Background: an optimization exercise with open tools, aiming at small area and a short achievable clock period. Do not read the settings as production practice.
Function was checked by simulation only, so behaviour that the tests miss may differ from the original.
Power and IR drop assume default switching activity.

--- design/flow/design.v ---
module nd2(a, b, y);
input a, b;
output y;
assign y = ~(a & b);
endmodule
module iv1(a, y);
input a;
output y;
assign y = ~a;
endmodule
module xr2(a, b, y);
input a, b;
output y;
assign y = a ^ b;
endmodule
module xn2(a, b, y);
input a, b;
output y;
assign y = ~(a ^ b);
endmodule
module an2(a, b, y);
input a, b;
output y;
assign y = a & b;
endmodule
module an2b(a, b, y);  
input a, b;
output y;
assign y = a & ~b;
endmodule
module or2(a, b, y);
input a, b;
output y;
assign y = a | b;
endmodule
module nr2(a, b, y);
input a, b;
output y;
assign y = ~(a | b);
endmodule
module orb(a, b, y);  
input a, b;
output y;
assign y = a | ~b;
endmodule
module nd3(a, b, c, y);
input a, b, c;
output y;
assign y = ~(a & b & c);
endmodule
module nd3o(a, b, c, y);
input a, b, c;
output y;
assign y = ~(a & b & c);
endmodule
module nr2c(a, b, y);
input a, b;
output y;
assign y = ~(a | b);
endmodule
module nr4(a, b, c, d, y);
input a, b, c, d;
output y;
assign y = ~(a | b | c | d);
endmodule
module mx2n(a, b, s, y);  
input a, b, s;
output y;
assign y = ~(s ? b : a);
endmodule
module ao21(a, b, c, y);  
input a, b, c;
output y;
assign y = (a & b) | c;
endmodule
module aoi222(a1, a2, b1, b2, c1, c2, y);
input a1, a2, b1, b2, c1, c2;
output y;
assign y = ~((a1 & a2) | (b1 & b2) | (c1 & c2));
endmodule
module ao8(s, d, y);
input [7:0] s, d;
output y;
assign y = |(s & d);
endmodule
module sel32(s, d, y);
input [31:0] s, d;
output [11:0] y;
genvar g;
generate
	for (g = 0; g < 10; g = g + 1) begin : t
		aoi222 u(.a1(s[3*g]), .a2(d[3*g]), .b1(s[3*g+1]), .b2(d[3*g+1]),
		         .c1(s[3*g+2]), .c2(d[3*g+2]), .y(y[g]));
	end
endgenerate
nd2 u10(.a(s[30]), .b(d[30]), .y(y[10]));
nd2 u11(.a(s[31]), .b(d[31]), .y(y[11]));
endmodule
module sel17(s, d, y);
input [16:0] s, d;
output [6:0] y;
genvar g;
generate
	for (g = 0; g < 5; g = g + 1) begin : t
		aoi222 u(.a1(s[3*g]), .a2(d[3*g]), .b1(s[3*g+1]), .b2(d[3*g+1]),
		         .c1(s[3*g+2]), .c2(d[3*g+2]), .y(y[g]));
	end
endgenerate
nd2 u5(.a(s[15]), .b(d[15]), .y(y[5]));
nd2 u6(.a(s[16]), .b(d[16]), .y(y[6]));
endmodule
module pfx15(g, p, G, P);
input [14:0] g, p;
output [14:0] G, P;
wire [14:0] g1, p1, g2, p2, g3, p3;
genvar k;
generate
	for (k = 0; k < 15; k = k + 1) begin : l
		if (k % 2 == 1) begin : a1
			ao21 ug(.a(p[k]), .b(g[k-1]), .c(g[k]), .y(g1[k]));
			an2  up(.a(p[k]), .b(p[k-1]), .y(p1[k]));
		end else begin : b1
			assign g1[k] = g[k];
			assign p1[k] = p[k];
		end
		if (k % 4 >= 2) begin : a2
			ao21 ug(.a(p1[k]), .b(g1[(k/4)*4+1]), .c(g1[k]), .y(g2[k]));
			an2  up(.a(p1[k]), .b(p1[(k/4)*4+1]), .y(p2[k]));
		end else begin : b2
			assign g2[k] = g1[k];
			assign p2[k] = p1[k];
		end
		if (k % 8 >= 4) begin : a3
			ao21 ug(.a(p2[k]), .b(g2[(k/8)*8+3]), .c(g2[k]), .y(g3[k]));
			an2  up(.a(p2[k]), .b(p2[(k/8)*8+3]), .y(p3[k]));
		end else begin : b3
			assign g3[k] = g2[k];
			assign p3[k] = p2[k];
		end
		if (k >= 8) begin : a4
			ao21 ug(.a(p3[k]), .b(g3[7]), .c(g3[k]), .y(G[k]));
			an2  up(.a(p3[k]), .b(p3[7]), .y(P[k]));
		end else begin : b4
			assign G[k] = g3[k];
			assign P[k] = p3[k];
		end
	end
endgenerate
endmodule
module smalu(a, b, is_add, is_sub, y, r15, mgt, padd);
input [15:0] a, b;
input is_add, is_sub;
output [14:0] y;     
output r15;          
output mgt;          
output [14:0] padd;  
wire [14:0] xm = a[14:0], ym = b[14:0];
wire xs = a[15], ys = b[15];
wire [14:0] ga, gs, ps, Ga, Pa, Gs, Ps, c1;
wire [14:0] sa, sam, sbm;
genvar k;
generate
	for (k = 0; k < 15; k = k + 1) begin : pg
		xr2  ux(.a(xm[k]), .b(ym[k]), .y(padd[k]));
		xn2  un(.a(xm[k]), .b(ym[k]), .y(ps[k]));
		an2  ua(.a(xm[k]), .b(ym[k]), .y(ga[k]));
		an2b us(.a(xm[k]), .b(ym[k]), .y(gs[k]));
	end
endgenerate
pfx15 tadd(.g(ga), .p(padd), .G(Ga), .P(Pa));
pfx15 tsub(.g(gs), .p(ps), .G(Gs), .P(Ps));
assign sa[0] = padd[0];
assign sam[0] = padd[0];
assign sbm[0] = padd[0];
generate
	for (k = 1; k < 15; k = k + 1) begin : sm
		xr2 u1(.a(padd[k]), .b(Ga[k-1]), .y(sa[k]));     
		xr2 u2(.a(padd[k]), .b(Gs[k-1]), .y(sam[k]));    
		or2 u3(.a(Gs[k-1]), .b(Ps[k-1]), .y(c1[k]));
		xn2 u4(.a(padd[k]), .b(c1[k]), .y(sbm[k]));      
	end
endgenerate
wire sx = xs ^ ys;
wire meq = Ps[14];
nr2 ug(.a(Gs[14]), .b(Ps[14]), .y(mgt));
wire addsel = (is_add & ~sx) | (is_sub & sx);
wire selA = is_add & sx & mgt;
wire selB = (is_sub & ~sx) | (is_add & sx & ~mgt);
generate
	for (k = 0; k < 15; k = k + 1) begin : o
		aoi222 u(.a1(addsel), .a2(sa[k]), .b1(selA), .b2(sam[k]), .c1(selB), .c2(sbm[k]), .y(y[k]));
	end
endgenerate
assign r15 = (addsel & (xs | (is_add & Ga[14]))) | ((selA | selB) & ~meq & (xs ^ mgt));
endmodule
module processor(clk, clear_n, load, dload, laddr, insload,
                 pc, rf_we, rf_waddr, rf_wdata, dm_we, dm_addr, dm_wdata);
input clk, clear_n, load, dload;
input [15:0] laddr, insload;
output [15:0] pc;
output rf_we;
output [3:0] rf_waddr;
output [15:0] rf_wdata;
output dm_we;
output [4:0] dm_addr;
output [15:0] dm_wdata;
integer i;
genvar b, k;
reg [15:0] pc_r;      
reg [15:0] ir;        
reg [15:0] a_r, b_r;  
reg        wr_r;      
reg        sw_r;      
reg [3:0]  rdn_r;     
reg [7:0]  ime [0:31];  
reg [7:0]  imo [0:31];  
reg [15:0] rf  [0:15];  
reg [15:0] rvalid;      
reg [15:0] dm  [0:31];  
wire rst;
iv1 urst(.a(clear_n), .y(rst));
wire run = ~rst;
wire [3:0] op = ir[15:12];
wire [3:0] rd = ir[3:0];
wire is_and = (op == 4'd0);
wire is_or  = (op == 4'd1);
wire is_add = (op == 4'd2);
wire is_sub = (op == 4'd6);
wire is_slt = (op == 4'd7);
wire is_lw  = (op == 4'd8);
wire is_mem = is_lw | (op == 4'd10);
wire is_bne = (op == 4'd14);
wire is_jmp = (op == 4'd15);
wire rf_wen = wr_r & run;
wire dm_wen = sw_r & run;
wire [4:0]  daddr = a_r[4:0] + {1'b0, rd};
wire [4:0]  dx;
wire [3:0]  dandn, dor;    
assign dx[4] = a_r[4];
generate
	for (b = 0; b < 4; b = b + 1) begin : dg
		xn2  ux(.a(a_r[b]), .b(rdn_r[b]), .y(dx[b]));
		orb  ua(.a(rdn_r[b]), .b(a_r[b]), .y(dandn[b]));
		orb  uo(.a(a_r[b]), .b(rdn_r[b]), .y(dor[b]));
	end
endgenerate
wire [4:1]  vand, vor, vandn, vorn;
generate
	for (b = 1; b < 5; b = b + 1) begin : dv
		xn2 u1(.a(dx[b]), .b(dandn[b-1]), .y(vand[b]));
		xr2 u2(.a(dx[b]), .b(dor[b-1]), .y(vor[b]));
		xr2 u3(.a(dx[b]), .b(dandn[b-1]), .y(vandn[b]));
		xn2 u4(.a(dx[b]), .b(dor[b-1]), .y(vorn[b]));
	end
endgenerate
wire [31:0] rsel, rsel2;
generate
	for (k = 0; k < 32; k = k + 1) begin : dsa
		wire [4:0] kk = k;
		wire [4:0] t;
		wire tl, th;
		assign t[0] = kk[0] ? dx[0] : ~dx[0];
		for (b = 1; b < 5; b = b + 1) begin : bt
			assign t[b] = kk[b] ? (kk[b-1] ? vand[b] : vor[b]) : (kk[b-1] ? vandn[b] : vorn[b]);
		end
		nd3  ul(.a(t[0]), .b(t[1]), .c(t[2]), .y(tl));
		nd3  uh(.a(t[3]), .b(t[4]), .c(is_mem), .y(th));
		nr2  ur(.a(tl), .b(th), .y(rsel[k]));
		nr2c ur2(.a(tl), .b(th), .y(rsel2[k]));
	end
endgenerate
wire [3:0] mrq [0:15];
generate
	for (b = 0; b < 16; b = b + 1) begin : dmr
		wire [31:0] col;
		for (k = 0; k < 32; k = k + 1) begin : c
			assign col[k] = dm[k][b];
		end
		for (k = 0; k < 4; k = k + 1) begin : q
			ao8 u(.s(b < 8 ? rsel[8*k+7:8*k] : rsel2[8*k+7:8*k]), .d(col[8*k+7:8*k]), .y(mrq[b][k]));
		end
	end
endgenerate
wire [14:0] smy;
wire        r15, mgt;
wire [14:0] padd;
smalu usm(.a(a_r), .b(b_r), .is_add(is_add), .is_sub(is_sub), .y(smy), .r15(r15), .mgt(mgt), .padd(padd));
wire sx = a_r[15] ^ b_r[15];
wire ult = sx ? b_r[15] : mgt;           
wire ne = sx | (|padd);                  
wire [15:0] lg = ({16{is_and}} & a_r & b_r)
               | ({16{is_or}} & (a_r | b_r))
               | {(is_add | is_sub) & r15, 14'd0, is_slt & ult};
wire [15:0] wdata, wdata_o;  
wire [15:0] smyf = {1'b1, smy};
wire [15:0] lgn = ~lg;
generate
	for (b = 0; b < 16; b = b + 1) begin : wd
		wire mn;
		nr4  um(.a(mrq[b][0]), .b(mrq[b][1]), .c(mrq[b][2]), .d(mrq[b][3]), .y(mn));
		nd3  u(.a(smyf[b]), .b(lgn[b]), .c(mn), .y(wdata[b]));
		nd3o uo(.a(smyf[b]), .b(lgn[b]), .c(mn), .y(wdata_o[b]));
	end
endgenerate
wire taken = is_bne & ne;
wire [15:0] pc2 = pc_r + 16'd2;
wire [15:0] pcb = pc_r + 16'd2 + {12'd0, rd};
wire [15:0] pcj = {pc_r[15:13], ir[11:0], 1'b0};
wire [15:0] npc = is_jmp ? pcj : taken ? pcb : pc2;
wire [5:0] c3 = pc_r[5:0] + 6'd3;
wire [5:0] cb3 = pc_r[5:0] + 6'd3 + {2'd0, rd};
wire [4:0] oin = is_jmp ? ir[4:0] : pc2[5:1];
wire [4:0] ein = is_jmp ? ir[4:0] : c3[5:1];
wire [31:0] osn = 32'd1 << oin;
wire [31:0] esn = 32'd1 << ein;
wire [31:0] osb = 32'd1 << pcb[5:1];
wire [31:0] esb = 32'd1 << cb3[5:1];
wire       swap = npc[0];
wire [31:0] esel, osel;
generate
	for (k = 0; k < 32; k = k + 1) begin : fs
		mx2n ue(.a(~esn[k]), .b(~esb[k]), .s(taken), .y(esel[k]));
		mx2n uo(.a(~osn[k]), .b(~osb[k]), .s(taken), .y(osel[k]));
	end
endgenerate
wire [7:0] ev, ov;
generate
	for (b = 0; b < 8; b = b + 1) begin : imr
		wire [31:0] ecol, ocol;
		wire [11:0] ey, oy;
		for (k = 0; k < 32; k = k + 1) begin : c
			assign ecol[k] = ime[k][b];
			assign ocol[k] = imo[k][b];
		end
		sel32 ue(.s(esel), .d(ecol), .y(ey));
		sel32 uo(.s(osel), .d(ocol), .y(oy));
		assign ev[b] = ~&ey;
		assign ov[b] = ~&oy;
	end
endgenerate
wire [5:0] la1 = laddr[5:0] + 6'd1;
wire [4:0] lo = laddr[5:1];
wire [4:0] le = la1[5:1];
wire [7:0] odat = laddr[0] ? insload[15:8] : insload[7:0];
wire [7:0] edat = laddr[0] ? insload[7:0] : insload[15:8];
wire [7:0] e0 = (load && le == 5'd0) ? edat : ime[0];
wire [7:0] o0 = (load && lo == 5'd0) ? odat : imo[0];
wire [15:0] ir_run = swap ? {ov, ev} : {ev, ov};
wire [15:0] ir_n = run ? ir_run : {e0, o0};
wire [3:0] op_n = ir_n[15:12];
wire [3:0]  rs_n = ir_run[11:8];
wire [3:0]  rt_n = ir_run[7:4];
wire [15:0] wm = wr_r ? (16'd1 << rd) : 16'd0;
wire [15:0] vm = rvalid & ~wm;
wire [15:0] das = 16'd1 << rs_n;
wire [15:0] dbs = 16'd1 << rt_n;
wire [16:0] asel = {|(das & wm), das & vm};
wire [16:0] bsel = {|(dbs & wm), dbs & vm};
wire [15:0] a_n, b_n;
generate
	for (b = 0; b < 16; b = b + 1) begin : rfr
		wire [16:0] col;
		wire [6:0] ay, by;
		for (k = 0; k < 16; k = k + 1) begin : c
			assign col[k] = rf[k][b];
		end
		assign col[16] = wdata[b];
		sel17 ua(.s(asel), .d(col), .y(ay));
		sel17 ub(.s(bsel), .d(col), .y(by));
		assign a_n[b] = run & ~&ay;
		assign b_n[b] = run & ~&by;
	end
endgenerate
always @(posedge clk) begin
	pc_r <= run ? npc : 16'd0;
	ir <= ir_n;
	rdn_r <= ~ir_n[3:0];
	a_r <= a_n;
	b_r <= b_n;
	wr_r <= (op_n == 4'd0) | (op_n == 4'd1) | (op_n == 4'd2) | (op_n == 4'd6) | (op_n == 4'd7) | (op_n == 4'd8);
	sw_r <= (op_n == 4'd10);
end
always @(posedge clk) begin
	for (i = 0; i < 32; i = i + 1) begin
		if (load && le == i[4:0]) ime[i] <= edat;
		if (load && lo == i[4:0]) imo[i] <= odat;
	end
end
always @(posedge clk) begin
	for (i = 0; i < 16; i = i + 1)
		if (rf_wen && rd == i[3:0]) rf[i] <= wdata;
end
always @(posedge clk) begin
	if (rst)
		rvalid <= 16'd0;
	else if (wr_r)
		rvalid[rd] <= 1'b1;
end
always @(posedge clk) begin
	for (i = 0; i < 32; i = i + 1) begin
		if (dload) begin
			if (laddr[4:0] == i[4:0]) dm[i] <= insload;
		end else if (dm_wen && rsel2[i])
			dm[i] <= b_r;
	end
end
assign pc = pc_r;
assign rf_we = wr_r & clear_n;
assign rf_waddr = rd;
assign rf_wdata = wdata_o;
assign dm_we = sw_r & clear_n;
assign dm_addr = daddr;
assign dm_wdata = b_r;
endmodule
--- design/flow/flow/run.sh ---
#!/bin/bash
# The standard layout (standard.sh: unchanged synthesis and steps) with
# these changes to how the layout is made; the clock period and SDC are unchanged:
#  - repair_timing aims for more setup slack than the design's 0.5 ns, so the
#    design is sized for a shorter achieved period;
#  - the reset input is placed next to the two outputs it gates;
#  - ports are buffered with buf_2 (the default pick can be a delay cell);
#  - CTS inserts no dummy loads and clusters up to 15 flip-flops per leaf buffer.
set -euo pipefail
here=$(pwd)
export SETUP_SLACK_MARGIN=9.3
export IO_CONSTRAINTS=$here/flow/io.tcl
export BUFFER_PORTS_ARGS="-buffer_cell sky130_fd_sc_hd__buf_2"
export CTS_ARGS="-sink_clustering_enable -repair_clock_nets -dont_use_dummy_load -buf_list sky130_fd_sc_hd__clkbuf_8 -sink_clustering_size 15 -sink_clustering_max_diameter 50"
bash standard.sh > standard_make.log 2>&1
--- design/flow/flow/io.tcl ---
# keep the reset input next to the two write-enable outputs it gates
set_io_pin_constraint -group -order -pin_names {rf_we clear_n dm_we}
--- design/flow/standard.sh ---
#!/bin/bash
# synth_recipe.tcl (not shown) runs the flow's synth.tcl, then flattens the netlist and writes it again
# the make line also repeats each setting of config.mk as NAME=value (left out here)
make -C /OpenROAD-flow-scripts/flow DESIGN_CONFIG=/design/flow/config.mk WORK_HOME=/design/flow/orfs CLKGATE_MAP_FILE= SYNTH_SCRIPT=/design/flow/synth_recipe.tcl "${@:-finish}"
--- design/flow/config.mk ---
export PLATFORM = sky130hd
export DESIGN_NAME = processor
export DESIGN_NICKNAME = processor
export VERILOG_FILES = /design/flow/design.v
export SDC_FILE = /design/flow/constraint.sdc
export NUM_CORES = 4
export LEC_CHECK = 0
export CAP_MARGIN = 20
export CORE_MARGIN = 2
export CORE_UTILIZATION = 60
export CTS_BUF_LIST = sky130_fd_sc_hd__clkbuf_8
export PLACE_DENSITY = 0.7
export SLEW_MARGIN = 20
export SYNTH_HIERARCHICAL = 1
export SYNTH_MINIMUM_KEEP_SIZE = 0
--- design/flow/constraint.sdc ---
create_clock -name core_clock -period 16.0 [get_ports {clk}]
set_input_delay 3.2000 -clock core_clock [delete_from_list [all_inputs] [get_ports {clk}]]
set_output_delay 3.2000 -clock core_clock [all_outputs]
set_load 0.01 [all_outputs]
==> impl_metrics.py, run 1 <==
metrics = {
    "run_status": {
        "status": "no timing/DRC/antenna violations",
    },
    "clock_network": {
        "cts.root.buffer_cell": "clkbuf_8",
        "clk_latency_ns": 0.83,
        "tritoncts": "done",
        "cts_max_level": 3,
        "clk_pin_slew_ns": 0.09,
        "cts_sinks": 1366,
        "cts_hold_buffers": 0,
        "cts_buffer_depth": 3,
        "cts_buffers": 121,
    },
    "critical_path": {
        "critPathMaxFanout": 9,
        "cp_slowest_cell": "nor4_4",
        "crit_chain": "buf_12 -> xnor2_4 -> buf_4 -> xnor2_4 -> nand3_1 -> nor2_4 -> a22oi_1 -> nand4_1 -> nor4_4 -> nand3_2 -> buf_2",
        "crit_type": "flop to output pin",
        "cp-end-kind": "output pin",
        "arrival_ns": 3.72,
        "cp-start-kind": "flop",
        "critPathBufInv": 3,
        "required_ns": 12.80,
        "crit_top_cell": "xnor2_4",
        "max_stage_delay_ns": 0.53,
        "path_delay_family": "simple AND/OR/NAND/NOR gates",
    },
    "cells_and_area": {
        "seqCellArea_um2": 40100,
        "synthToLayoutAreaGrowth_pct": 11.0,
        "drive_above_1_share_pct": 17.5,
        "multi_input_area_um2": 17700,
        "nets": 4218,
        "post-route-util_pct": 67.4,
        "nFillCells": 6504,
    },
    "routing": {
        "drc": 0,
        "ant_nets": 0,
        "first_pass_iters": 10,
        "drt-initial-drc-count": 7040,
        "wl_per_cell_um": 29.1,
        "vias": 38000,
        "routed_wl_um": 157000,
        "via_per_inst": 7.03,
    },
    "sta": {
        "tightest_slew_ns": 1.18,
        "max_freq_mhz": 145,
        "finalHoldViolations": 0,
        "setup_violations": 0,
        "setup-tns-final_ns": 0,
        "fin_crit_ns": 6.92,
        "finalMaxSlewViolations": 0,
        "finalClockSkew_ns": 0.0841,
        "period_share_pct": 43.2,
        "slew_headroom_pct": 21.0,
        "rsz0062_at_grt": "yes",
    },
    "die": {
        "rows": 112,
        "dieArea_um2": 97200,
        "core_um2": 93600,
        "die_y_um": 312,
        "ios": 95,
        "initial_core_util_pct": 60.7,
        "die_w_um": 312,
    },
    "placed_design": {
        "gp_congestion": 0.936,
        "hpwl_um": 105000,
        "numPortBuffers": 84,
    },
    "pwr": {
        "power_density_nw_per_um2": 171,
        "peakVddDrop_v": 0.000146,
        "p_leak_uw": 0.0201,
        "power.total_uw": 10800,
    },
    "synthesis": {
        "avgSynthCellArea_um2": 14.8,
        "ys_warn_count": 15,
        "netlist_instances": 3852,
        "synth.cell_area_um2": 56800,
    },
    "global_route": {
        "grtUsageTotal_pct": 31.3,
        "grt_antenna_before_repair": 13,
        "grt_start_max_net_pins": 62,
        "grt_remaining_overflow": 0,
        "grt_pass1_wl_um": 228000,
        "grt_pass1_vias": 35800,
    },
    "job": {
        "max_cap_violations": 0,
    },
    "hold_path": {
        "hold_class": "flop to flop",
    },
}
## per-stage QoR
stage          setup WS (ns)  std cells  area (um2)  hold WS, ns
3_3_place_gp            7.79       5209       59400        0.424
6_report                9.08       5409       63100        0.411
4_1_cts                 9.10       5372       62200        0.411
3_5_place_dp            7.69       5209       59400        0.430
5_1_grt                 9.01       5407       63100        0.433
2_1_floorplan           9.37       3853       56800        0.417
## final cells by class
| cell class | count | share of cell area [%] |
|---|---|---|
| Antenna cell | 7 | 0.0278 |
| Clock buffer | 121 | 2.64 |
| Inverter | 40 | 0.246 |
| Multi-Input combinational cell | 2364 | 28.0 |
| Sequential cell | 1366 | 63.5 |
| Tap cell | 1254 | 2.49 |
| Timing Repair Buffer | 257 | 3.02 |
## timing repair
action	in CTS	in global routing
setup endpoints to repair	50	50
buffers inserted	41	22
pin swaps	46	58
gates cloned	1	6
resized for setup	178	125
## flip-flops by register name, summed over array words and instances, names as in the netlist, 4 cells and up
name    flops
rf        256
ime       256
pc_r       16
imo       256
b_r        16
rvalid     16
ir         16
dm        512
rdn_r       4
a_r        16
## cells in the final DEF (no fill, tap or decap), drive strengths merged, types with 6 or more instances in the layout
| cell type | instances |
|---|---|
| xnor2 | 63 |
| nand2b | 14 |
| a41oi | 33 |
| nor2b | 28 |
| and4 | 34 |
| mux2 | 49 |
| mux2i | 73 |
| ha | 29 |
| nor2 | 232 |
| and2 | 70 |
| a211oi | 14 |
| a222oi | 335 |
| edfxtp | 1264 |
| clkbuf | 121 |
| or2 | 19 |
| nor3b | 9 |
| diode | 7 |
| a22oi | 258 |
| nor3 | 78 |
| nand4 | 119 |
| or3 | 11 |
| nand3 | 132 |
| and3 | 12 |
| inv | 38 |
| xor2 | 68 |
| dfxtp | 102 |
| nor4 | 34 |
| o21ai | 63 |
| a21o | 71 |
| nand2 | 386 |
| o21bai | 6 |
| maj3 | 14 |
| buf | 257 |
| a21oi | 52 |
## per-layer routing
layer,track usage (%),vias to the layer above,share of wire (%)
li1,-,16400,-
met1,44.4,18900,39
met2,48.8,2296,47
met3,6.05,344,11
met4,11.0,14,3.4
met5,0,-,0.053
## power breakdown
| group | switching, uW | internal, uW | total, uW |
|---|---|---|---|
| registers | 195 | 4440 | 4630 |
| logic | 2890 | 1570 | 4450 |
| clock network | 1050 | 667 | 1720 |
## final timing paths
check	from	endpoint	slack [ns]	depth (start not counted)
worst max-delay path	a_r[3]	rf_wdata[14]	9.08	11
worst min-delay path	ir[7]	pc_r[8]	0.41	2
worst max register to register	pc_r[2]	a_r[12]	9.33	23
worst min register to register	ir[7]	pc_r[8]	0.41	2
## tightest hold or removal path, delay by kind of cell (launching register included)
kind	cells	cell delay [ns]
flip-flops	1	0.30
AO/OA/AOI/OAI	1	0.05
AND/OR/NAND/NOR	1	0.05
==> inputs of run 2 (changes only) <==
--- a/design/flow/config.mk
+++ b/design/flow/config.mk
@@ -8,7 +8,7 @@
 export CAP_MARGIN = 20
 export CORE_MARGIN = 2
-export CORE_UTILIZATION = 60
+export CORE_UTILIZATION = 70
 export CTS_BUF_LIST = sky130_fd_sc_hd__clkbuf_8
-export PLACE_DENSITY = 0.7
+export PLACE_DENSITY = 0.8
 export SLEW_MARGIN = 20
 export SYNTH_HIERARCHICAL = 1
==> run 2 against run 1 <==
Cell count down 4.2%; hold slack better by 0.025 ns; synthesized cell count unchanged; flip-flop and latch count unchanged; global-route usage up 4.7 points; critical endpoint is now rf_wdata[8]; largest cell class unchanged; highest routed layer unchanged.
==> impl_metrics.py, run 2 <==
metrics = {
    "run_status": {
        "status": "no timing/DRC/antenna violations",
    },
    "sta": {
        "rsz0062_at_grt": "yes",
        "max_freq_mhz": 144,
        "slew_headroom_pct": 26.2,
        "setup_violations": 0,
        "fin_crit_ns": 6.93,
        "finalMaxSlewViolations": 0,
        "setup-tns-final_ns": 0,
        "period_share_pct": 43.3,
        "tightest_slew_ns": 1.11,
        "finalClockSkew_ns": 0.128,
        "finalHoldViolations": 0,
    },
    "die": {
        "initial_core_util_pct": 70.7,
        "die_y_um": 289,
        "dieArea_um2": 83500,
        "die_w_um": 289,
        "core_um2": 80400,
        "rows": 104,
        "ios": 95,
    },
    "cells_and_area": {
        "mostFrequentLayoutCells": "edfxtp_1 (1,264), nand2_1 (386), a222oi_1 (335)",
        "top_register": "dm",
        "synthToLayoutAreaGrowth_pct": 10.7,
        "largest_reg_flops": 512,
        "fin_cells": 5182,
        "layout_commonest_cell": "edfxtp_1",
        "nets": 4190,
        "drive_above_1_share_pct": 17.8,
    },
    "clock_network": {
        "cts_buffer_depth": 3,
        "clk_pin_slew_ns": 0.07,
        "cts_buffers": 121,
        "cts_sinks": 1366,
        "clk_latency_ns": 0.79,
        "cts.root.buffer_cell": "clkbuf_8",
        "tritoncts": "done",
        "cts_max_level": 3,
    },
    "pwr": {
        "p_int_uw": 6640,
        "pwr-share-clk_pct": 15.9,
        "p_comb_share_pct": 41.0,
        "power_density_nw_per_um2": 171,
        "switching_share_pct": 38.4,
        "seq_power_share_pct": 43.1,
        "p_switching_uw": 4150,
        "p_leak_uw": 0.0201,
        "peakVddDrop_v": 0.000131,
    },
    "synthesis": {
        "synth.cell_area_um2": 56800,
        "ys_warn_count": 15,
        "netlist_instances": 3852,
        "avgSynthCellArea_um2": 14.8,
    },
    "critical_path": {
        "required_ns": 12.80,
        "cp-start-kind": "flop",
        "max_stage_delay_ns": 0.49,
        "cp_slowest_cell": "xnor2_4",
        "crit_type": "flop to output pin",
        "critPathMaxFanout": 9,
        "cp-end-kind": "output pin",
        "path_delay_family": "simple AND/OR/NAND/NOR gates",
        "arrival_ns": 3.73,
        "crit_chain": "buf_4 -> nand2b_1 -> xnor2_4 -> nand3_1 -> nor2_4 -> a22oi_1 -> nand4_1 -> nor4_4 -> buf_4 -> nand3_1 -> buf_2",
        "critPathBufInv": 3,
    },
    "placed_design": {
        "numPortBuffers": 84,
        "dp.cells": 4997,
        "hpwl_um": 103000,
        "gp_congestion": 0.986,
    },
    "global_route": {
        "grt_start_max_net_pins": 94,
        "grt_antenna_before_repair": 7,
        "grt_remaining_overflow": 0,
        "grtUsageTotal_pct": 36.0,
        "grt_pass1_wl_um": 225000,
        "grt_pass1_vias": 36400,
    },
    "routing": {
        "drt-initial-drc-count": 6988,
        "vias": 38600,
        "ant_nets": 0,
        "via_per_inst": 7.46,
        "first_pass_iters": 10,
        "drc": 0,
        "routed_wl_um": 154000,
        "wl_per_cell_um": 29.7,
    },
    "job": {
        "max_cap_violations": 0,
    },
    "hold_path": {
        "hold_class": "flop to flop",
    },
}
-- run 2: what timing repair did --
action | 4_1_cts | 5_1_grt
hold buffers | 0 | 0
buffers inserted | 38 | 23
endpoints found under the setup margin | 50 | 50
cloned | 0 | 1
gates resized for setup | 197 | 151
pin swaps | 39 | 40
-- run 2: worst min-delay path: cells and delay by family, from the launching register on --
| family | cells | cell delay (ns) |
|---|---|---|
| and+or+nand+nor | 1 | 0.05 |
| DFF | 1 | 0.30 |
| AOI/OAI and AO/OA | 1 | 0.05 |
-- run 2: metal layers --
layer	global-route usage, %	share of wire [%]	vias to the layer above
met1	50.8	36	18800
met2	56.3	46	3029
met4	13.8	4.4	8
met5	0	0.034	-
li1	-	-	16400
met3	7.49	13	437
-- run 2: through the flow --
step / total power [uW] / instance area, um2 / setup WS, ns / hold WS (ns) / utilization (%)
floorplan: 7160 / 56800 / 9.37 / 0.417 / -
global placement: 8250 / 59000 / 7.81 / 0.423 / 73.3
detailed placement: 8360 / 59000 / 8.04 / 0.427 / 73.4
CTS: 10300 / 61900 / 9.19 / 0.436 / 77.0
global route: 11200 / 62900 / 9.02 / 0.456 / 78.2
finish: 10800 / 62900 / 9.07 / 0.436 / 78.2
-- run 2: area by class of cell --
class | instances | area (um2)
sequential | 1366 | 40100
multi-input combinational | 2359 | 18000
fill | 4491 | 17500
timing repair buffer | 234 | 1690
clock buffer | 121 | 1670
tap | 1060 | 1330
inverter | 40 | 155
antenna | 2 | 5.00
-- run 2: power by group through the flow --
stage | Sequential, uW | Clock [uW] | Combinational (uW)
2_1_floorplan | 4620 | 0 | 2540
3_3_place_gp | 4690 | 0 | 3560
3_5_place_dp | 4700 | 0 | 3660
4_1_cts | 4630 | 1710 | 4000
5_1_grt | 4660 | 1850 | 4680
6_report | 4650 | 1720 | 4420
-- run 2: final timing paths --
path	endpoint	slack, ns	depth (start not counted)	start
hold / removal	pc_r[9]	0.44	2	ir[8]
hold reg to reg	pc_r[9]	0.44	2	ir[8]
setup / recovery	rf_wdata[8]	9.07	11	a_r[0]
setup reg to reg	b_r[1]	9.46	21	pc_r[1]
==> inputs of run 3 (changes only) <==
==> design/flow/config.mk (replaced) <==
export PLATFORM = sky130hd
export DESIGN_NAME = processor
export DESIGN_NICKNAME = processor
export VERILOG_FILES = /design/flow/design.v
export SDC_FILE = /design/flow/constraint.sdc
export NUM_CORES = 4
export LEC_CHECK = 0
export CAP_MARGIN = 10
export CORE_MARGIN = 2
export CORE_UTILIZATION = 60
export CTS_BUF_LIST = sky130_fd_sc_hd__clkbuf_8
export PLACE_DENSITY = 0.7
export SLEW_MARGIN = 10
export SYNTH_HIERARCHICAL = 1
export SYNTH_MINIMUM_KEEP_SIZE = 0
==> run 3 against run 2 <==
Still clean on timing, DRC and antenna; sequential share of layout area fell by 0.25 points; critical endpoint is now rf_wdata[0]; clock skew fell by 0.038 ns; synthesized cell count did not move; setup slack improved by 0.058 ns; cell count rose by 4.3%; non-clock buffer count rose by 23; flip-flop and latch count did not move.
==> impl_metrics.py, run 3 <==
metrics = {
    "run_status": {
        "status": "no timing/DRC/antenna violations",
    },
    "sta": {
        "max_freq_mhz": 145,
        "finalMaxSlewViolations": 0,
        "fin_crit_ns": 6.88,
        "finalClockSkew_ns": 0.0900,
        "tightest_slew_ns": 1.22,
        "finalHoldViolations": 0,
        "period_share_pct": 43.0,
        "slew_headroom_pct": 17.8,
        "rsz0062_at_grt": "yes",
        "setup_violations": 0,
        "setup-tns-final_ns": 0,
    },
    "die": {
        "ios": 95,
        "initial_core_util_pct": 60.7,
        "rows": 112,
        "die_y_um": 312,
        "die_w_um": 312,
        "dieArea_um2": 97200,
        "core_um2": 93600,
    },
    "clock_network": {
        "cts_buffers": 120,
        "clk_pin_slew_ns": 0.09,
        "cts_sinks": 1366,
        "cts.root.buffer_cell": "clkbuf_8",
        "cts_hold_buffers": 0,
        "clk_latency_ns": 0.82,
        "cts_buffer_depth": 3,
        "cts_max_level": 3,
        "tritoncts": "done",
    },
    "global_route": {
        "grt_pass1_wl_um": 228000,
        "grt_antenna_before_repair": 9,
        "grtUsageTotal_pct": 31.3,
        "grt_start_max_net_pins": 62,
        "grt_remaining_overflow": 0,
        "grt_pass1_vias": 35600,
    },
    "routing": {
        "vias": 38000,
        "first_pass_iters": 13,
        "drc": 0,
        "wl_per_cell_um": 29.0,
        "via_per_inst": 7.03,
        "ant_nets": 0,
        "drt-initial-drc-count": 6494,
        "routed_wl_um": 157000,
    },
    "cells_and_area": {
        "nets": 4212,
        "layout_commonest_cell": "edfxtp_1",
        "largest_reg_flops": 512,
        "post-route-util_pct": 67.4,
        "synthToLayoutAreaGrowth_pct": 11.0,
        "nFillCells": 6555,
        "top_register": "dm",
        "drive_above_1_share_pct": 18.1,
        "mostFrequentLayoutCells": "edfxtp_1 (1,264), nand2_1 (386), a222oi_1 (335)",
    },
    "synthesis": {
        "synth.cell_area_um2": 56800,
        "netlist_instances": 3852,
        "ys_warn_count": 15,
        "avgSynthCellArea_um2": 14.8,
    },
    "placed_design": {
        "hpwl_um": 105000,
        "numPortBuffers": 84,
        "gp_congestion": 0.936,
    },
    "critical_path": {
        "cp-end-kind": "output pin",
        "cp-start-kind": "flop",
        "arrival_ns": 3.68,
        "critPathMaxFanout": 8,
        "required_ns": 12.80,
        "crit_type": "flop to output pin",
    },
    "pwr": {
        "power_density_nw_per_um2": 170,
        "peakVddDrop_v": 0.000142,
        "p_leak_uw": 0.0201,
    },
    "job": {
        "max_cap_violations": 0,
    },
    "hold_path": {
        "hold_class": "flop to flop",
    },
}
## run 3: per-stage QoR
stage,cell area (um2),instances,setup slack [ns],power [uW],hold slack (ns)
2_1_floorplan,56800,3853,9.37,7160,0.417
3_3_place_gp,59400,5209,7.79,8340,0.424
3_5_place_dp,59400,5209,7.70,8420,0.430
4_1_cts,62000,5359,9.15,10300,0.419
5_1_grt,63100,5399,9.03,11200,0.440
6_report,63100,5403,9.12,10700,0.417
## run 3: timing repair
action	4_1_cts	5_1_grt
endpoints found under the hold margin	0	0
cloned	0	2
pin swaps	42	55
endpoints found under the setup margin	50	50
setup buffers	30	35
gates resized for setup	170	155
## run 3: final cells by class
type / instances / area [um2] / share of cell area, %
Sequential cell: 1366 / 40000 / 63.5
Antenna cell: 7 / 17.5 / 0.0278
Multi-Input combinational cell: 2359 / 17800 / 28.2
Timing Repair Buffer: 257 / 1830 / 2.91
Tap cell: 1254 / 1570 / 2.49
Clock buffer: 120 / 1650 / 2.62
Inverter: 40 / 155 / 0.246
## run 3: critical path, cell delays in order (launching register included)
cell and delay [ns]:
dfxtp_4 0.38, buf_4 0.19, xnor2_4 0.20, buf_4 0.20
xor2_4 0.35, nand3_1 0.27, nor2_2 0.46, a22oi_1 0.17
nand4_1 0.21, nor4_4 0.09, nand3_1 0.18, buf_2 0.17
## run 3: final timing paths
path                       to   start  slack [ns]  cells past startpoint
setup / recovery  rf_wdata[0]  a_r[1]        9.12                     11
hold / removal        pc_r[8]   ir[7]        0.42                      2
setup reg to reg       b_r[3]  a_r[2]        9.45                     20
hold reg to reg       pc_r[8]   ir[7]        0.42                      2
## run 3: power by group
part           total (uW)  switching (uW)  internal (uW)
clock                1720            1050            662
sequential           4630             198           4430
combinational        4390            2880           1520
## run 3: per-layer routing
layer	share of wire (%)	vias up	wire length [um]	track usage, %
li1	-	16400	-	-
met1	39	18900	60700	44.7
met2	47	2350	73100	48.6
met3	11	330	17900	6.26
met4	3.3	6	5160	10.3
met5	0.018	-	29	0
==> inputs of run 4 (changes only) <==
--- a/design/flow/flow/run.sh
+++ b/design/flow/flow/run.sh
@@ -9,5 +9,5 @@
 set -euo pipefail
 here=$(pwd)
-export SETUP_SLACK_MARGIN=9.3
+export SETUP_SLACK_MARGIN=9.5
 export IO_CONSTRAINTS=$here/flow/io.tcl
 export BUFFER_PORTS_ARGS="-buffer_cell sky130_fd_sc_hd__buf_2"
==> run 4 against run 3 <==
Still clean; flip-flop and latch count is the same; combinational power grew 2%; register-to-register slack improved by 0.19 ns; area after synthesis did not move; largest cell class unchanged.
==> impl_metrics.py, run 4 <==
metrics = {
    "global_route": {
        "grt_start_max_net_pins": 70,
        "grt_pass1_wl_um": 232000,
        "use_met3_pct": 6.86,
        "grt_antenna_before_repair": 11,
        "grt_remaining_overflow": 0,
        "grtUsageMet1_pct": 45.5,
        "grtUsageTotal_pct": 32.0,
        "busiest_layer": "met2",
        "grt_pass1_vias": 36100,
        "use_met2_pct": 49.3,
    },
    "cells_and_area": {
        "synthToLayoutAreaGrowth_pct": 11.6,
        "multi_input_area_um2": 18000,
        "nets": 4220,
        "fin_cells": 5408,
        "largest_reg_flops": 512,
        "drive_above_1_share_pct": 18.6,
        "mostFrequentLayoutCells": "edfxtp_1 (1,264), nand2_1 (386), a222oi_1 (335)",
        "seqCellArea_um2": 40100,
        "nFillCells": 6527,
        "layout_commonest_cell": "edfxtp_1",
        "top_register": "dm",
    },
    "critical_path": {
        "crit_type": "flop to output pin",
        "critPathBufInv": 3,
        "cp-start-kind": "flop",
        "path_delay_family": "simple AND/OR/NAND/NOR gates",
        "crit_chain": "xnor2_4 -> buf_4 -> xnor2_1 -> buf_4 -> nand3_1 -> nor2_4 -> a22oi_1 -> nand4_1 -> nor4_4 -> nand3_1 -> buf_2",
        "required_ns": 12.80,
        "cp_slowest_cell": "nor4_4",
        "max_stage_delay_ns": 0.55,
        "critPathMaxFanout": 9,
        "cp-end-kind": "output pin",
        "arrival_ns": 3.75,
    },
    "sta": {
        "max_freq_mhz": 144,
        "rsz0062_at_grt": "yes",
        "finalMaxSlewViolations": 0,
        "tightest_slew_ns": 1.23,
        "setup_violations": 0,
        "period_share_pct": 43.4,
        "finalClockSkew_ns": 0.0804,
        "fin_crit_ns": 6.95,
        "slew_headroom_pct": 17.2,
        "finalHoldViolations": 0,
        "setup-tns-final_ns": 0,
    },
    "clock_network": {
        "clk_pin_slew_ns": 0.09,
        "cts.root.buffer_cell": "clkbuf_8",
        "cts_max_level": 4,
        "cts_hold_buffers": 0,
        "cts_sinks": 1366,
        "tritoncts": "done",
        "cts_buffer_depth": 3,
        "clk_latency_ns": 0.84,
        "cts_buffers": 131,
    },
    "placed_design": {
        "gp_congestion": 0.969,
        "numPortBuffers": 84,
        "hpwl_um": 106000,
        "dp.cells": 5199,
    },
    "routing": {
        "vias": 38200,
        "drt-initial-drc-count": 7290,
        "wl_per_cell_um": 29.4,
        "drc": 0,
        "ant_nets": 0,
        "routed_wl_um": 159000,
        "first_pass_iters": 10,
        "via_per_inst": 7.06,
    },
    "run_status": {
        "status": "no timing/DRC/antenna violations",
    },
    "synthesis": {
        "netlist_instances": 3852,
        "synth.cell_area_um2": 56800,
        "avgSynthCellArea_um2": 14.8,
        "ys_warn_count": 15,
    },
    "die": {
        "dieArea_um2": 97200,
        "die_w_um": 312,
        "die_y_um": 312,
        "ios": 95,
        "core_um2": 93600,
        "rows": 112,
        "initial_core_util_pct": 60.7,
    },
    "job": {
        "max_cap_violations": 0,
    },
    "pwr": {
        "power_density_nw_per_um2": 172,
        "power.total_uw": 10900,
        "p_leak_uw": 0.0202,
        "peakVddDrop_v": 0.000160,
    },
    "hold_path": {
        "hold_class": "flop to flop",
    },
}
[run 4: cell types whose count changed in the layout (fill, tap and decap cells not counted), moves of 5 or more]
| cell | previous run | this run |
|---|---|---|
| mux2i_1 | 37 | 24 |
| nand3_2 | 26 | 13 |
| clkbuf_8 | 120 | 131 |
| nand3_1 | 105 | 116 |
| dfxtp_4 | 5 | 14 |
| mux2i_4 | 4 | 13 |
| xor2_1 | 43 | 52 |
| xor2_2 | 18 | 9 |
| xnor2_1 | 53 | 45 |
| xnor2_2 | 3 | 10 |
| buf_6 | 9 | 15 |
| nor3_2 | 42 | 48 |
| buf_4 | 161 | 156 |
| dfxtp_1 | 76 | 71 |
[run 4: worst reg2reg max path: stages, from the launching register on]
cell and delay, ns:
dfxtp_4 0.40, buf_4 0.15, xor2_2 0.19, nor4_1 0.53, and4_2 0.59, nor2_4 0.06, buf_6 0.27, mux2i_2 0.38
a222oi_1 0.54, nand4_1 0.34, nor3_4 0.46, inv_1 0.16, o311ai_4 0.42, mux2_2 0.38, nor4_1 0.16, a311oi_1 0.08
o21ai_1 0.14, buf_6 0.25, nand2_1 0.09, and4_1 0.27, a41oi_2 0.34
[run 4: final timing paths]
path	from	end	slack [ns]	depth (start not counted)
hold / removal	ir[10]	pc_r[11]	0.41	2
setup reg to reg	a_r[2]	b_r[4]	9.64	20
setup / recovery	a_r[1]	rf_wdata[10]	9.05	11
hold reg to reg	ir[10]	pc_r[11]	0.41	2
[run 4: report_power, final]
part	internal (uW)	switching (uW)	total (uW)	leakage, uW
Combinational	1570	2910	4480	0.00690
Clock	730	1080	1810	0.000942
Sequential	4440	207	4650	0.0124
Total	6740	4190	10900	0.0202
[run 4: layout make-up]
type,instances,area share [%]
multi-input cells,2360,28.4
well taps,1254,2.47
repair buffers,253,2.87
flip-flops and latches,1366,63.2
diodes,4,0.0158
inverters,40,0.245
clock buffers,131,2.84
[run 4: repair_timing]
action                     4_1_cts  5_1_grt
hold endpoints to repair         0        0
buffers inserted                46       25
gates cloned                     1        1
setup endpoints to repair       56       50
gates resized for setup        215      148
pin swaps                       48       66
[run 4: stage by stage]
stage                     utilization, %  setup WS, ns  cell area, um2  hold WS (ns)
after floorplan                        -          9.46           56800         0.417
after global placement              63.3          7.51           59300         0.424
after detailed placement            63.3          7.38           59300         0.427
after CTS                           66.8          9.06           62500         0.415
after global routing                67.7          8.95           63400         0.443
final                               67.7          9.05           63400         0.414
[run 4: layer usage]
layer / vias up / part of all wire (%)
met5: - / 0.050
met4: 12 / 3.2
met3: 320 / 12
met2: 2411 / 46
met1: 19000 / 38
li1: 16400 / -
==> inputs of run 5 (changes only) <==
--- a/design/flow/flow/run.sh
+++ b/design/flow/flow/run.sh
@@ -9,5 +9,5 @@
 set -euo pipefail
 here=$(pwd)
-export SETUP_SLACK_MARGIN=9.5
+export SETUP_SLACK_MARGIN=9.1
 export IO_CONSTRAINTS=$here/flow/io.tcl
 export BUFFER_PORTS_ARGS="-buffer_cell sky130_fd_sc_hd__buf_2"
==> run 5 against run 4 <==
Clock-buffer cell count shrank 11; hold slack gained 0.0022 ns; first-iteration DRC count shrank 7.4%; sequential power is essentially flat; clock power shrank 6%; critical path type unchanged.
==> impl_metrics.py, run 5 <==
metrics = {
    "run_status": {
        "status": "no timing/DRC/antenna violations",
    },
    "clock_network": {
        "clk_latency_ns": 0.83,
        "cts_sinks": 1366,
        "clk_pin_slew_ns": 0.09,
        "cts_buffers": 120,
        "cts_max_level": 3,
        "cts_buffer_depth": 3,
        "tritoncts": "done",
        "cts.root.buffer_cell": "clkbuf_8",
    },
    "global_route": {
        "grt_start_max_net_pins": 62,
        "grtUsageTotal_pct": 31.2,
        "grt_antenna_before_repair": 9,
        "grt_remaining_overflow": 0,
        "grt_pass1_vias": 35400,
        "grt_pass1_wl_um": 227000,
    },
    "routing": {
        "drt-initial-drc-count": 6747,
        "wl_per_cell_um": 28.9,
        "vias": 37800,
        "via_per_inst": 7.01,
        "first_pass_iters": 10,
        "ant_nets": 0,
        "drc": 0,
        "routed_wl_um": 156000,
    },
    "placed_design": {
        "gp_congestion": 0.936,
        "dp.cells": 5209,
        "dpl_cell_area_um2": 59400,
        "hpwl_um": 105000,
        "numPortBuffers": 84,
    },
    "cells_and_area": {
        "nFillCells": 6604,
        "layout_commonest_cell": "edfxtp_1",
        "largest_reg_flops": 512,
        "fin_cells": 5391,
        "mostFrequentLayoutCells": "edfxtp_1 (1,264), nand2_1 (386), a222oi_1 (335)",
        "drive_above_1_share_pct": 16.6,
        "top_register": "dm",
        "synthToLayoutAreaGrowth_pct": 10.4,
        "nets": 4201,
        "fin_area_um2": 62700,
    },
    "synthesis": {
        "synth.cell_area_um2": 56800,
        "ys_warn_count": 15,
        "avgSynthCellArea_um2": 14.8,
        "netlist_instances": 3852,
    },
    "sta": {
        "max_freq_mhz": 145,
        "finalMaxSlewViolations": 0,
        "finalHoldViolations": 0,
        "period_share_pct": 43.2,
        "rsz0062_at_grt": "yes",
        "setup-tns-final_ns": 0,
        "tightest_slew_ns": 1.21,
        "finalClockSkew_ns": 0.0973,
        "setup_violations": 0,
        "fin_crit_ns": 6.91,
        "slew_headroom_pct": 18.5,
    },
    "critical_path": {
        "critPathMaxFanout": 9,
        "crit_type": "flop to output pin",
        "required_ns": 12.80,
        "cp-end-kind": "output pin",
        "cp-start-kind": "flop",
        "crit_chain": "buf_12 -> xnor2_4 -> buf_4 -> xor2_4 -> nand3_1 -> nor2_4 -> a22oi_1 -> nand4_1 -> nor4_4 -> buf_4 -> nand3_2 -> buf_2",
        "arrival_ns": 3.71,
        "cp_slowest_cell": "dfxtp_4",
        "max_stage_delay_ns": 0.36,
        "crit_top_cell": "buf_4",
    },
    "die": {
        "core_um2": 93600,
        "dieArea_um2": 97200,
        "initial_core_util_pct": 60.7,
        "rows": 112,
        "ios": 95,
        "die_y_um": 312,
        "die_w_um": 312,
    },
    "pwr": {
        "p_leak_uw": 0.0200,
        "peakVddDrop_v": 0.000170,
        "power_density_nw_per_um2": 170,
    },
    "job": {
        "max_cap_violations": 0,
    },
    "hold_path": {
        "hold_class": "flop to flop",
    },
}
-- run 5: cell count changes in the layout (fill, tap and decap cells not counted), sizes merged --
cell	delta
clkbuf	-11
buf	-7
diode	+2
nor2	-1
-- run 5: critical path: cells and delay by family (launching register included) --
| family | cells | cell delay, ns |
|---|---|---|
| flops | 1 | 0.36 |
| buf+inv | 4 | 0.69 |
| compound gates | 1 | 0.17 |
| xor+xnor | 2 | 0.57 |
| simple gates | 5 | 1.08 |
-- run 5: area by class of cell --
type | count | area [um2] | area share, %
antenna | 6 | 15.0 | 0.0239
clock buffer | 120 | 1650 | 2.63
inverter | 40 | 155 | 0.247
multi-input combinational | 2359 | 17500 | 28.0
sequential | 1366 | 40000 | 63.8
tap | 1254 | 1570 | 2.50
timing repair buffer | 246 | 1760 | 2.80
-- run 5: path summary, 6_finish.rpt --
kind / startpoint / endpoint / slack [ns] / cells after the start
setup / recovery: a_r[2] / rf_wdata[14] / 9.09 / 12
hold / removal: ir[7] / pc_r[8] / 0.42 / 2
setup reg to reg: pc_r[2] / a_r[11] / 9.41 / 23
hold reg to reg: ir[7] / pc_r[8] / 0.42 / 2
-- run 5: layer usage --
| metal | track usage, % | vias to the layer above | routed length, um |
|---|---|---|---|
| met2 | 48.7 | 2222 | 72500 |
| met3 | 5.92 | 328 | 16600 |
| met4 | 9.89 | 10 | 5010 |
| met5 | 0 | - | 53 |
| li1 | - | 16400 | - |
| met1 | 44.8 | 18800 | 61700 |
-- run 5: timing repair --
item,in CTS,in global routing
pin swaps,22,42
buffers inserted,13,41
cloned,0,2
setup endpoints to repair,48,48
gates resized for setup,116,139
hold buffers,0,0
-- run 5: stage by stage --
stage	worst slack (ns)	hold slack (ns)	utilization (%)	power (uW)
6_report	9.09	0.416	67.0	10700
5_1_grt	9.03	0.440	67.0	11100
4_1_cts	9.09	0.419	65.9	10300
3_5_place_dp	7.70	0.430	63.4	8420
3_3_place_gp	7.79	0.424	63.4	8340
2_1_floorplan	9.37	0.417	-	7160
-- run 5: power breakdown --
part | switching (uW) | leakage (uW) | internal (uW) | total (uW)
combinational | 2820 | 0.00677 | 1510 | 4330
clock | 1050 | 0.000863 | 662 | 1710
sequential | 199 | 0.0124 | 4430 | 4630
total | 4070 | 0.0200 | 6600 | 10700
==> inputs of run 6 (changes only) <==
--- a/design/flow/design.v
+++ b/design/flow/design.v
@@ -44,4 +44,14 @@
 assign y = a | ~b;
 endmodule
+module nd4(a, b, c, d, y);
+input a, b, c, d;
+output y;
+assign y = ~(a & b & c & d);
+endmodule
+module nd4o(a, b, c, d, y);
+input a, b, c, d;
+output y;
+assign y = ~(a & b & c & d);
+endmodule
 module nd3(a, b, c, y);
 input a, b, c;
@@ -297,8 +307,9 @@
 generate
 	for (b = 0; b < 16; b = b + 1) begin : wd
-		wire mn;
-		nr4  um(.a(mrq[b][0]), .b(mrq[b][1]), .c(mrq[b][2]), .d(mrq[b][3]), .y(mn));
-		nd3  u(.a(smyf[b]), .b(lgn[b]), .c(mn), .y(wdata[b]));
-		nd3o uo(.a(smyf[b]), .b(lgn[b]), .c(mn), .y(wdata_o[b]));
+		wire mn0, mn1;
+		nr2  um0(.a(mrq[b][0]), .b(mrq[b][1]), .y(mn0));
+		nr2  um1(.a(mrq[b][2]), .b(mrq[b][3]), .y(mn1));
+		nd4  u(.a(smyf[b]), .b(lgn[b]), .c(mn0), .d(mn1), .y(wdata[b]));
+		nd4o uo(.a(smyf[b]), .b(lgn[b]), .c(mn0), .d(mn1), .y(wdata_o[b]));
 	end
 endgenerate
--- a/design/flow/flow/run.sh
+++ b/design/flow/flow/run.sh
@@ -9,5 +9,5 @@
 set -euo pipefail
 here=$(pwd)
-export SETUP_SLACK_MARGIN=9.1
+export SETUP_SLACK_MARGIN=9.3
 export IO_CONSTRAINTS=$here/flow/io.tcl
 export BUFFER_PORTS_ARGS="-buffer_cell sky130_fd_sc_hd__buf_2"
--- a/design/flow/config.mk
+++ b/design/flow/config.mk
@@ -6,10 +6,10 @@
 export NUM_CORES = 4
 export LEC_CHECK = 0
-export CAP_MARGIN = 10
+export CAP_MARGIN = 20
 export CORE_MARGIN = 2
 export CORE_UTILIZATION = 60
 export CTS_BUF_LIST = sky130_fd_sc_hd__clkbuf_8
 export PLACE_DENSITY = 0.7
-export SLEW_MARGIN = 10
+export SLEW_MARGIN = 20
 export SYNTH_HIERARCHICAL = 1
 export SYNTH_MINIMUM_KEEP_SIZE = 0
==> run 6 against run 5 <==
Clock skew about the same; sequential power about the same; sequential share of layout area decreased by 0.076 points; global-route usage increased by 1.6 points; non-clock buffer count increased by 14; critical path depth increased by 1; first-iteration DRC count increased by 3.8%; register-to-register slack got worse by 0.20 ns; area after synthesis about the same; flip-flop and latch count unchanged; hold slack improved by 0.023 ns; still clean; clock-buffer cell count increased by 11.
==> impl_metrics.py, run 6 <==
metrics = {
    "run_status": {
        "status": "no timing/DRC/antenna violations",
    },
    "die": {
        "die_y_um": 312,
        "die_w_um": 312,
        "initial_core_util_pct": 60.7,
        "rows": 112,
        "dieArea_um2": 97100,
        "ios": 95,
        "core_um2": 93600,
    },
    "routing": {
        "ant_nets": 0,
        "vias": 38600,
        "drt-initial-drc-count": 7002,
        "routed_wl_um": 163000,
        "first_pass_iters": 10,
        "via_per_inst": 7.11,
        "wl_met3_um": 22100,
        "top_layer_used": "met5",
        "route.met2.wl_um": 73000,
        "drc": 0,
        "wl_met1_um": 62400,
        "wl_per_cell_um": 30.0,
    },
    "sta": {
        "finalClockSkew_ns": 0.0977,
        "setup-tns-final_ns": 0,
        "finalMaxSlewViolations": 0,
        "setup_violations": 0,
        "finalHoldViolations": 0,
        "max_freq_mhz": 141,
        "rsz0062_at_grt": "yes",
        "fin_crit_ns": 7.10,
        "period_share_pct": 44.4,
        "tightest_slew_ns": 1.11,
        "slew_headroom_pct": 25.2,
    },
    "hold_path": {
        "worstHoldPathCells": 2,
        "hold_class": "flop to flop",
    },
    "pwr": {
        "p_comb_share_pct": 39.9,
        "p_int_uw": 6600,
        "pwr-share-clk_pct": 16.8,
        "p_switching_uw": 4120,
        "seq_power_share_pct": 43.3,
        "switching_share_pct": 38.4,
        "power_density_nw_per_um2": 171,
        "peakVddDrop_v": 0.000197,
        "p_leak_uw": 0.0200,
    },
    "clock_network": {
        "clk_latency_ns": 0.85,
        "cts_max_level": 4,
        "cts_sinks": 1366,
        "cts.root.buffer_cell": "clkbuf_8",
        "clk_pin_slew_ns": 0.08,
        "cts_hold_buffers": 0,
        "cts_buffer_depth": 3,
        "tritoncts": "done",
        "cts_buffers": 131,
    },
    "cells_and_area": {
        "largest_reg_flops": 512,
        "top_register": "dm",
        "synthToLayoutAreaGrowth_pct": 10.7,
        "drive_above_1_share_pct": 17.4,
        "fin_area_um2": 62800,
        "mostFrequentLayoutCells": "edfxtp_1 (1,264), nand2_1 (386), a222oi_1 (335)",
        "post-route-util_pct": 67.1,
        "nets": 4242,
        "layout_commonest_cell": "edfxtp_1",
        "fin_cells": 5432,
    },
    "global_route": {
        "grt_start_max_net_pins": 79,
        "grt_pass1_wl_um": 235000,
        "grt_remaining_overflow": 0,
        "grt_antenna_before_repair": 15,
        "grtUsageTotal_pct": 32.8,
        "grt_pass1_vias": 36300,
    },
    "critical_path": {
        "crit_type": "flop to output pin",
        "arrival_ns": 3.90,
        "cp-end-kind": "output pin",
        "critPathMaxFanout": 5,
        "required_ns": 12.80,
        "cp-start-kind": "flop",
        "ff2ff_path_depth": 19,
    },
    "synthesis": {
        "netlist_instances": 3868,
        "avgSynthCellArea_um2": 14.7,
        "ys_warn_count": 15,
        "synth.cell_area_um2": 56800,
    },
    "placed_design": {
        "dp.cells": 5245,
        "dpl_cell_area_um2": 59500,
        "gp_congestion": 0.967,
        "hpwl_um": 108000,
        "numPortBuffers": 84,
    },
    "job": {
        "max_cap_violations": 0,
    },
}
run 6: critical path, stage by stage, from the launching register on:
cell	delay, ns
dfxtp_4	0.40
buf_6	0.15
nor2b_4	0.13
a21o_1	0.17
a21o_4	0.20
a21o_4	0.24
a21o_1	0.18
nor2_4	0.12
nand3b_1	0.14
o21ai_2	0.09
buf_6	0.16
a222oi_1	0.39
nand4_1	0.44
buf_2	0.29
run 6: worst paths after layout:
check,startpoint,to,slack [ns]
setup / recovery,a_r[2],rf_wdata[3],8.90
hold / removal,ir[7],pc_r[8],0.44
setup reg to reg,a_r[2],b_r[2],9.21
hold reg to reg,ir[7],pc_r[8],0.44
run 6: final cells by class:
| type | instances | area [um2] |
|---|---|---|
| Sequential cell | 1366 | 40100 |
| Tap cell | 1254 | 1570 |
| Inverter | 40 | 155 |
| Timing Repair Buffer | 260 | 1820 |
| Clock buffer | 131 | 1800 |
| Antenna cell | 6 | 15.0 |
| Fill cell | 6585 | 30800 |
| Multi-Input combinational cell | 2375 | 17400 |
run 6: power groups by stage:
stage | logic (uW) | registers [uW] | clock network, uW
2_1_floorplan | 2510 | 4620 | 0
3_3_place_gp | 3670 | 4690 | 0
3_5_place_dp | 3720 | 4700 | 0
4_1_cts | 3980 | 4630 | 1820
5_1_grt | 4520 | 4660 | 1950
6_report | 4280 | 4640 | 1800
run 6: repair_timing:
action / in CTS / in global routing
buffers inserted: 35 / 12
endpoints found under the hold margin: 0 / 0
cloned: 1 / 2
pin swaps: 36 / 24
endpoints found under the setup margin: 50 / 50
resized for setup: 170 / 120
run 6: per-layer routing:
| layer | global-route usage (%) | vias up |
|---|---|---|
| li1 | - | 16500 |
| met1 | 47.2 | 19200 |
| met2 | 48.9 | 2595 |
| met3 | 8.88 | 364 |
| met4 | 10.8 | 20 |
| met5 | 0 | - |
run 6: stage by stage:
step           power (uW)  hold WS, ns  setup slack (ns)
6_report            10700        0.439              8.90
5_1_grt             11100        0.461              8.83
4_1_cts             10400        0.428              8.98
3_5_place_dp         8410        0.425              7.41
3_3_place_gp         8360        0.424              7.48
2_1_floorplan        7130        0.417              9.38

re-timing with driven ports:
In the flow no input, the clock included, has a driving cell. The finished layouts below were timed again as built, in two steps.
Step 1, drivers: a clkbuf_16 drives clk and a buf_2 each remaining input, both assumed.
Step 2, shift: input delay + t, output delay - t, t = (earliest + latest rising clock arrival at the registers) / 2. This alone moves slack from input paths to output paths.
Slacks: ideal ports / drivers / drivers and shift; pairs: ideal ports / drivers.
run	t, ns	setup WS [ns]	worst hold slack (ns)	worst setup path after step 2
run 1	0.848	9.085 / 9.015 / 9.038	0.411 / 0.411 / 0.411	input to register
run 2	0.798	9.066 / 8.995 / 9.187	0.436 / 0.436 / 0.436	input to output
run 3	0.842	9.123 / 9.053 / 9.035	0.417 / 0.417 / 0.417	input to register
run 4	0.868	9.051 / 8.983 / 9.040	0.414 / 0.414 / 0.414	input to register
run 5	0.841	9.092 / 9.024 / 9.010	0.416 / 0.416 / 0.416	input to register
run 6	0.869	8.898 / 8.834 / 9.094	0.439 / 0.439 / 0.439	input to register
After both steps every run listed still meets setup and hold. The setup slack of run 3, which loses most, moves by -0.070 ns with the drivers and by -0.088 ns with both steps.
